This design comes from an exercise in tuning for small area and a short achievable clock period on the open sky130 flow, not from production work. Where RTL was checked, it was by simulation tests only, not by an equivalence proof against the original. The clock input has no modelled driver; a real chip could not lean on it and would need a root buffer or a full tree. Power figures rest on the tool's default switching activity, not on a simulated workload.

## pipelined_multiplier
module pipelined_multiplier (
    input clk,
    input rst,
    input [10:0] n1,
    input [7:0] n2,
    output reg [18:0] product
);
    reg [10:0] a1;
    reg [7:0] b1;
    reg [48:0] r2;
    reg [32:0] r3;
    reg v1, v2, v3;
    wire pp1;
    wire pp2;
    wire pp3;
    wire pp4;
    wire pp5;
    wire pp6;
    wire pp7;
    wire pp8;
    wire pp9;
    wire pp10;
    wire pp11;
    wire pp12;
    wire pp13;
    wire pp14;
    wire pp15;
    wire pp16;
    wire pp17;
    wire pp18;
    wire pp19;
    wire pp20;
    wire pp21;
    wire pp22;
    wire pp23;
    wire pp24;
    wire pp25;
    wire pp26;
    wire pp27;
    wire pp28;
    wire pp29;
    wire pp30;
    wire pp31;
    wire pp32;
    wire pp33;
    wire pp34;
    wire pp35;
    wire pp36;
    wire pp37;
    wire pp38;
    wire pp39;
    wire pp40;
    wire pp41;
    wire pp42;
    wire pp43;
    wire pp44;
    wire pp45;
    wire pp46;
    wire pp47;
  ...
==> flow/config.mk <==
export PLATFORM = sky130hd
export DESIGN_NAME = pipelined_multiplier
export DESIGN_NICKNAME = pipelined_multiplier
export VERILOG_FILES = /design/flow/design.v
export SDC_FILE = /design/flow/constraint.sdc
export NUM_CORES = 4
export LEC_CHECK = 0
export CAP_MARGIN = 20
export CORE_MARGIN = 2
export CORE_UTILIZATION = 60
export SETUP_SLACK_MARGIN = 2.75
export SLEW_MARGIN = 20
==> flow/constraint.sdc <==
create_clock -name core_clock -period 4.5 [get_ports {clk}]
set_input_delay 0.9000 -clock core_clock [delete_from_list [all_inputs] [get_ports {clk}]]
set_output_delay 0.9000 -clock core_clock [all_outputs]
set_load 0.01 [all_outputs]
standard.sh (not shown) runs the stock make flow with config.mk's settings and CLKGATE_MAP_FILE= SYNTH_SCRIPT=/design/flow/synth_recipe.tcl, a recipe that flattens the netlist after the stock synthesis.
==> flow/flow/run.sh <==
#!/bin/bash
# Own layout flow: the standard ORFS flow (standard.sh) with three changes:
#  - synthesis: the same script as synth_recipe.tcl, except that the second
#    part of Yosys's synth (fine:) runs with -noabc, so the bit-level adders
#    of the design reach extract_fa as written and map onto full-adder cells
#    without inverters between them (the final ABC mapping still runs);
#  - port buffers: buffer_ports uses sky130_fd_sc_hd__buf_1 instead of the
#    cell it picks by itself (clkdlybuf4s50_1);
#  - clock tree: flow/mycts.tcl (sourced before CTS) replaces
#    clock_tree_synthesis with a one-level tree (4 clkbuf_16 buffers fed by
#    the clock port, each driving a quarter of the flip-flops).
# Each tool's output goes to its own log file in the work folder.
set -euo pipefail
work=$(pwd)
first='proc synth {args} { yosys synth -nofsm -noshare {*}$args }'
if [[ "$(head -1 synth_recipe.tcl)" == "$first" ]]; then
  {
    echo 'proc synth {args} { if {[lsearch $args "fine:"] >= 0} { yosys synth -nofsm -noshare -noabc {*}$args } else { yosys synth -nofsm -noshare {*}$args } }'
    tail -n +2 synth_recipe.tcl
  } > "$work/own_synth.tcl"
else
  cp synth_recipe.tcl "$work/own_synth.tcl"
fi
extra=()
if [[ -f flow/extra.mk ]]; then
  while IFS= read -r line; do
    [[ -n "$line" && "$line" != \#* ]] && extra+=("$line")
  done < flow/extra.mk
fi
bash standard.sh SYNTH_SCRIPT="$work/own_synth.tcl" \
  "BUFFER_PORTS_ARGS=-buffer_cell sky130_fd_sc_hd__buf_1" "PRE_CTS_TCL=$work/flow/mycts.tcl" ${extra[@]+"${extra[@]}"} finish \
  > "$work/orfs_make.log" 2>&1
Other scripts of this flow, unchanged in this note and not shown: flow/flow/mycts.tcl
The starting point finished clean.
Next try:
--- a/flow/design.v
+++ b/flow/design.v
@@ -1,24 +1,25 @@
 module pipelined_multiplier (
     input clk,
     input rst,
     input [10:0] n1,
     input [7:0] n2,
-    output reg [18:0] product
+    output [18:0] product
 );
     reg [10:0] a1;
     reg [7:0] b1;
     reg [48:0] r2;
     reg [32:0] r3;
-    reg v1, v2, v3;
+    reg v1, v2, v3, vn4;
+    reg [18:0] qn4;
     wire pp1;
     wire pp2;
     wire pp3;
     wire pp4;
     wire pp5;
     wire pp6;
     wire pp7;
     wire pp8;
     wire pp9;
     wire pp10;
     wire pp11;
     wire pp12;
@@ -781,31 +782,33 @@
         r3[21] <= p228;
         r3[22] <= g227;
         r3[23] <= p230;
         r3[24] <= g229;
         r3[25] <= p232;
         r3[26] <= g231;
         r3[27] <= p234;
         r3[28] <= g233;
         r3[29] <= p236;
         r3[30] <= g235;
         r3[31] <= p238;
         r3[32] <= g237;
+        qn4 <= ~sum3;
     end
     always @(posedge clk or posedge rst) begin
         if (rst) begin
             v1 <= 1'b0;
             v2 <= 1'b0;
             v3 <= 1'b0;
         end else begin
             v1 <= 1'b1;
             v2 <= v1;
             v3 <= v2;
         end
     end
     always @(posedge clk or posedge rst) begin
         if (rst)
-            product <= 19'b0;
+            vn4 <= 1'b1;
         else
-            product <= sum3 & {19{v3}};
+            vn4 <= ~v3;
     end
+    assign product = ~(qn4 | {19{vn4}});
 endmodule
The new run produced a clean layout.
Fmax shrinks by 15%.
Die area shrinks by 1.7%.
Utilization grows by 0.59 points.
Routed wire length shrinks by 5.3%.
Sequential cell count grows by 1.
Setup slack is worse by 310 ps.
Combinational power grows by 4.4%.
Final area stays flat.
Final cell count grows by 0.53%.
Power grows by 2.6%.
Hold slack is worse by 7.0 ps.
Via count shrinks by 2.6%.
Register-to-register slack is worse by 30 ps.
Only the layout flow was run in the second run of this note; the RTL was not checked for function there. In every run of this note, the design's own scripts or RTL, not TritonCTS, make the clock network.

The RTL this note starts from:
==> flow/design.v <==
module pipelined_multiplier (
    input clk,
    input rst,
    input [10:0] n1,
    input [7:0] n2,
    output reg [18:0] product
);
    reg [10:0] a1, a2, a3;
    reg [7:0]  b1, b2, b3;
    reg        v1, v2, v3;
    always @(posedge clk) begin
        a1 <= n1; b1 <= n2;
        a2 <= a1; b2 <= b1;
        a3 <= a2; b3 <= b2;
    end
    always @(posedge clk or posedge rst) begin
        if (rst) begin
            v1 <= 1'b0;
            v2 <= 1'b0;
            v3 <= 1'b0;
        end else begin
            v1 <= 1'b1;
            v2 <= v1;
            v3 <= v2;
        end
    end
    wire [7:0] b3g = b3 & {8{v3}};
    always @(posedge clk or posedge rst) begin
        if (rst)
            product <= 19'b0;
        else
            product <= a3 * b3g;
    end
endmodule
clock: 4.5 ns
lec_check: 0
cap_margin: 20
core_margin: 2
core_utilization: 40
slew_margin: 20
run.sh (not shown) runs the stock make flow with config.mk's settings and CLKGATE_MAP_FILE= SYNTH_SCRIPT=/design/flow/synth_recipe.tcl, a recipe that flattens the netlist after the stock synthesis.
Stock flow here: none of the scripts above is used.
Change:
==> flow/design.v (replaced) <==
module pipelined_multiplier (
    input clk,                 
    input rst,                 
    input [10:0] n1,           
    input [7:0] n2,        
    output reg [18:0] product  
);
    reg [10:0] reg_n1_stage1;
    reg [7:0] reg_n2_stage1;
    reg [18:0] partial_product_stage2;
    reg [18:0] final_product_stage3;
    always @(posedge clk or posedge rst) begin
        if (rst) begin
            reg_n1_stage1 <= 11'b0;
            reg_n2_stage1 <= 8'b0;
        end else begin
            reg_n1_stage1 <= n1;
            reg_n2_stage1 <= n2;
        end
    end
    always @(posedge clk or posedge rst) begin
        if (rst) begin
            partial_product_stage2 <= 19'b0;
        end else begin
            partial_product_stage2 <= reg_n1_stage1 * reg_n2_stage1; 
        end
    end
    always @(posedge clk or posedge rst) begin
        if (rst) begin
            final_product_stage3 <= 19'b0;
        end else begin
            final_product_stage3 <= {3'b000, partial_product_stage2};     
        end
    end
    always @(posedge clk or posedge rst) begin
        if (rst) begin
            product <= 19'b0;
        end else begin
            product <= final_product_stage3;
        end
    end
endmodule
Outcome: The changed run ran to the end with no violations; hold slack gets better by 0.025 ns; non-clock buffer count falls by 10; area after synthesis rises by a few percent; combinational power rises by well over a third; synthesized cell count falls by a few percent; flip-flop and latch count falls by 3; wire length falls slightly; design area hardly moves; register-to-register slack is about the same; via count falls slightly; critical path depth falls by 3.
For the first run of this note, only the layout was checked, not whether the RTL still works.

==> re-timing with driven ports <==
No port has a modelled driver above. Below, the same layouts with a new extraction and two added sets of constraints.
Step 1: set_driving_cell puts a clkbuf_16 on clk and a buf_2 on each other input, an assumption about the parent block.
Step 2 adds t to the input delays and takes it off the output delays; t is the mean of the earliest and latest rising clock arrival at the registers after step 1. Input paths then give back, and output paths get back, about the clock's delay inside the block.
Three values: ideal ports, drivers, drivers and shift; two values: the first two.
run	t, ns	setup WS [ns]	worst data-port slew with drivers (ns)
the first run of note 1	0.242	2.794 / 2.794 / 2.794	0.03
the second run of note 1	0.242	2.487 / 2.408 / 2.650	0.03
the first run of note 2	0.371	0.143 / 0.143 / 0.143	0.03
the second run of note 2	0.381	0.157 / 0.157 / 0.157	0.03
After both steps every run listed still meets setup and hold.
